What follows belongs to an exercise in optimizing a design on an open flow for small area and a short achievable clock period; a production flow would make more cautious choices.
Power is estimated from default activity; no workload was simulated.

Setup of job 102:
==> flow/design.v (excerpt) <==
module gb_apu (
    input  logic        clk,
    input  logic        reset,
    input  logic [15:0] addr_i,
    input  logic [ 7:0] data_i,
    input  logic        wren,
    output logic [ 7:0] data_o,
    output logic [15:0] left,
    output logic [15:0] right
);
Size in the first run: roughly 2500 cells after synthesis, roughly 67 I/O pins, ~29000 um^2 of cells after synthesis.
==> module gb_apu, before the edit <==
module gb_apu (
    input  logic        clk,
    input  logic        reset,
    input  logic [15:0] addr_i,
    input  logic [ 7:0] data_i,
    input  logic        wren,
    output logic [ 7:0] data_o,
    output logic [15:0] left,
    output logic [15:0] right
);
    logic       hi_ok, in_regs, in_wave, is26;
    logic [4:0] ridx;
    assign hi_ok   = (addr_i[15:6] == 10'b1111111100);
    assign in_regs = hi_ok & (addr_i[5] ^ addr_i[4]);
    assign in_wave = hi_ok & addr_i[5] & addr_i[4];
    assign ridx    = {~addr_i[4], addr_i[3:0]};
    assign is26    = in_regs & (ridx == 5'd22);
    logic [31:0][7:0] regs, regs_n;
    logic             se;
    assign se = regs[22][7];
    logic       clr, wr_ok;
    logic [7:0] dcol;
    assign clr   = reset | (wren & is26 & ~data_i[7]);
    assign wr_ok = wren & in_regs & (se | (is26 & data_i[7]));
    assign dcol  = data_i & {8{~clr}};
    integer i;
    always_comb begin
        for (i = 0; i < 32; i = i + 1) begin
            regs_n[i] = (clr | (wr_ok & (ridx == i[4:0]))) ? dcol : regs[i];
        end
    end
    always_ff @(posedge clk) regs <= regs_n;
    logic [15:0][7:0] wave;
    logic [7:0] cur_byte, byte_n;
    logic [4:0] ptr, ptr_next;
    logic [3:0] wave_waddr;
    logic       wave_we, ch3_dac;
    assign ch3_dac    = regs[10][7];
    assign wave_waddr = ch3_dac ? ptr[4:1] : addr_i[3:0];
    assign wave_we    = ~reset & wren & in_wave;
    integer k;
    always_ff @(posedge clk) begin
        for (k = 0; k < 16; k = k + 1) begin
            if (wave_we & (wave_waddr == k[3:0])) wave[k] <= data_i;
        end
    end
    assign byte_n = (wave_we && (wave_waddr == ptr_next[4:1])) ? data_i : wave[ptr_next[4:1]];
    always_ff @(posedge clk) cur_byte <= byte_n;
    logic [3:0] trig_w, start, sp;
    assign trig_w[0] = wren & data_i[7] & (addr_i == 16'hFF14);
    assign trig_w[1] = wren & data_i[7] & (addr_i == 16'hFF19);
    assign trig_w[2] = wren & data_i[7] & (addr_i == 16'hFF1E);
    assign trig_w[3] = wren & data_i[7] & (addr_i == 16'hFF23);
    always_ff @(posedge clk) begin
        if (~reset) start <= trig_w;
        sp <= reset ? 4'b0000 : (trig_w & ~start);
    end
    logic [15:0] fdiv;
    always_ff @(posedge clk) begin
        if (reset) fdiv <= 16'd0;
        else fdiv <= fdiv + 1'b1;
    end
    logic len_clk, sw_clk, env_clk;
    assign len_clk = &fdiv[13:0];
    assign sw_clk  = &fdiv[14:0];
    assign env_clk = &fdiv[15:0];
    logic [3:0] lv1_n, lv2_n, lv3_n, lv4_n;
    logic ch1_on, ch2_on, ch3_on, ch4_on;
    gbx_pulse #(1) channel_1 (
        .clk    (clk),
        .len_rst(~se),
        .len_clk(len_clk),
        .env_clk(env_clk),
        .sw_clk (sw_clk),
        .sp     (sp[0]),
        .pace   (regs[0][6:4]),
        .dec    (regs[0][3]),
        .nsh    (regs[0][2:0]),
        .duty_n (regs_n[1][7:6]),
        .length (regs[1][5:0]),
        .init   (regs[2][7:4]),
        .inc    (regs[2][3]),
        .nenv   (regs[2][2:0]),
        .single (regs[4][6]),
        .freq   ({regs[4][2:0], regs[3]}),
        .level_n(lv1_n),
        .on     (ch1_on)
    );
    gbx_pulse #(0) channel_2 (
        .clk    (clk),
        .len_rst(~se),
        .len_clk(len_clk),
        .env_clk(env_clk),
        .sw_clk (sw_clk),
        .sp     (sp[1]),
        .pace   (3'd0),
        .dec    (1'b0),
        .nsh    (3'd0),
        .duty_n (regs_n[6][7:6]),
        .length (regs[6][5:0]),
        .init   (regs[7][7:4]),
        .inc    (regs[7][3]),
        .nenv   (regs[7][2:0]),
        .single (regs[9][6]),
        .freq   ({regs[9][2:0], regs[8]}),
        .level_n(lv2_n),
        .on     (ch2_on)
    );
    gbx_wave channel_3 (
        .clk     (clk),
        .len_rst (~se),
        .len_clk (len_clk),
        .start   (start[2]),
        .sp      (sp[2]),
        .length  (regs[11]),
        .vol_n   (regs_n[12][6:5]),
        .on      (ch3_dac),
        .on_n    (regs_n[10][7]),
        .single  (regs[14][6]),
        .freq    ({regs[14][2:0], regs[13]}),
        .byte_n  (byte_n),
        .ptr     (ptr),
        .ptr_next(ptr_next),
        .level_n (lv3_n),
        .en      (ch3_on)
    );
    gbx_noise channel_4 (
        .clk    (clk),
        .len_rst(~se),
        .len_clk(len_clk),
        .env_clk(env_clk),
        .sp     (sp[3]),
        .length (regs[16][5:0]),
        .init   (regs[17][7:4]),
        .inc    (regs[17][3]),
        .nenv   (regs[17][2:0]),
        .shift  (regs[18][7:4]),
        .width7 (regs[18][3]),
        .ratio  (regs[18][2:0]),
        .single (regs[19][6]),
        .level_n(lv4_n),
        .en     (ch4_on)
    );
    logic [47:0] rsel;
    logic [ 7:0] rd;
    integer m;
    always_comb begin
        for (m = 0; m < 48; m = m + 1) rsel[m] = hi_ok & (addr_i[5:0] == m[5:0] + 6'd16);
        rd = 8'h00;
        for (m = 0; m < 32; m = m + 1) begin
            if (m == 22) rd = rd | ({8{rsel[m]}} & {se, 3'b000, ch4_on, ch3_on, ch2_on, ch1_on});
            else rd = rd | ({8{rsel[m]}} & regs[m]);
        end
        for (m = 0; m < 16; m = m + 1) rd = rd | ({8{rsel[32+m] & ~ch3_dac}} & wave[m]);
        rd = rd | ({8{in_wave & ch3_dac}} & cur_byte);
        data_o = rd | {8{~(in_regs | in_wave)}};
    end
    logic [7:0] pan_n;
    assign pan_n = regs_n[21];
    logic [5:0] sum_l, sum_r;
    always_ff @(posedge clk) begin
        sum_l <= (pan_n[4] ? {2'b00, lv1_n} : 6'd0) + (pan_n[5] ? {2'b00, lv2_n} : 6'd0)
               + (pan_n[6] ? {2'b00, lv3_n} : 6'd0) + (pan_n[7] ? {2'b00, lv4_n} : 6'd0);
        sum_r <= (pan_n[0] ? {2'b00, lv1_n} : 6'd0) + (pan_n[1] ? {2'b00, lv2_n} : 6'd0)
               + (pan_n[2] ? {2'b00, lv3_n} : 6'd0) + (pan_n[3] ? {2'b00, lv4_n} : 6'd0);
    end
    logic [2:0] vl, vr;
    assign vl = regs[20][6:4] & {3{se}};
    assign vr = regs[20][2:0] & {3{se}};
    logic [8:0] mix_l, mix_r;
    assign mix_l = (vl[0] ? {3'd0, sum_l} : 9'd0) + (vl[1] ? {2'd0, sum_l, 1'b0} : 9'd0)
                 + (vl[2] ? {1'd0, sum_l, 2'b0} : 9'd0);
    assign mix_r = (vr[0] ? {3'd0, sum_r} : 9'd0) + (vr[1] ? {2'd0, sum_r, 1'b0} : 9'd0)
                 + (vr[2] ? {1'd0, sum_r, 2'b0} : 9'd0);
    assign left  = {1'b0, mix_l, 6'b0};
    assign right = {1'b0, mix_r, 6'b0};
endmodule
export LEC_CHECK = 0
export CAP_MARGIN = 20
export CORE_MARGIN = 2
export CORE_UTILIZATION = 40
export SETUP_SLACK_MARGIN = 5
export SLEW_MARGIN = 20
create_clock -name core_clock -period 11.0 [get_ports {clk}]
run.sh (not shown) runs the stock make flow with config.mk's settings and CLKGATE_MAP_FILE= SYNTH_SCRIPT=/design/flow/synth_recipe.tcl, a recipe that flattens the netlist after the stock synthesis.
The inputs of job 103 differ from those of job 102 as listed below.
--- a/flow/design.v
+++ b/flow/design.v
@@ -415,23 +415,19 @@
         .ratio  (regs[18][2:0]),
         .single (regs[19][6]),
         .level_n(lv4_n),
         .en     (ch4_on)
     );
-    logic [47:0] rsel;
-    logic [ 7:0] rd;
-    integer m;
+    logic [31:0][7:0] rdarr;
     always_comb begin
-        for (m = 0; m < 48; m = m + 1) rsel[m] = hi_ok & (addr_i[5:0] == m[5:0] + 6'd16);
-        rd = 8'h00;
-        for (m = 0; m < 32; m = m + 1) begin
-            if (m == 22) rd = rd | ({8{rsel[m]}} & {se, 3'b000, ch4_on, ch3_on, ch2_on, ch1_on});
-            else rd = rd | ({8{rsel[m]}} & regs[m]);
-        end
-        for (m = 0; m < 16; m = m + 1) rd = rd | ({8{rsel[32+m] & ~ch3_dac}} & wave[m]);
-        rd = rd | ({8{in_wave & ch3_dac}} & cur_byte);
-        data_o = rd | {8{~(in_regs | in_wave)}};
+        rdarr     = regs;
+        rdarr[22] = {se, 3'b000, ch4_on, ch3_on, ch2_on, ch1_on};
+    end
+    always_comb begin
+        if (in_regs) data_o = rdarr[ridx];
+        else if (in_wave) data_o = ch3_dac ? cur_byte : wave[addr_i[3:0]];
+        else data_o = 8'hFF;
     end
     logic [7:0] pan_n;
     assign pan_n = regs_n[21];
     logic [5:0] sum_l, sum_r;
     always_ff @(posedge clk) begin
Results
- Job 103: done, clean on timing, DRC and antenna
- Per the comparison of job 103 with job 102, post-synthesis instance area now sits higher, power spent charging and discharging nets now sits lower.
- Initial antenna violation count: job 103 vs job 102 down 6
- Job 102 → job 103: mean post-synth cell area moved up; non-clock buffer count moved down.
- Job 103 ends up with a worst hold-check slack that is 0.0038 ns lower than in job 102.
- Cell area | job 103 vs job 102 | job 103 smaller
No run of this note included a check of the RTL's function; only the layout flow was run.

## afterwards: timing with drivers on the ports
Ports are ideal in the flow. The routed layouts listed here were re-timed in OpenROAD. Step 1 (the two cells are an assumption about what drives the block):
set clk [get_ports {clk}]
set_driving_cell -lib_cell sky130_fd_sc_hd__clkbuf_16 $clk
set_driving_cell -lib_cell sky130_fd_sc_hd__buf_2 [delete_from_list [all_inputs] $clk]
Step 2 adds t to the input delays and takes it off the output delays; t is the mean of the earliest and latest rising clock arrival at the registers after step 1. Input paths then give back, and output paths get back, about the clock's delay inside the block. Slacks: ideal ports / drivers / drivers and shift; pairs: ideal ports / drivers.
run	shift t [ns]	setup slack, ns	worst slew at a driven data input, ns
job 102	0.690	4.053 / 3.919 / 3.919	0.15
job 103	0.675	4.486 / 4.170 / 3.864	0.39
After both steps setup and hold are still met in every run listed. For job 103, which loses most, drivers alone change the setup slack by -0.316 ns; drivers and shift together by -0.622 ns.
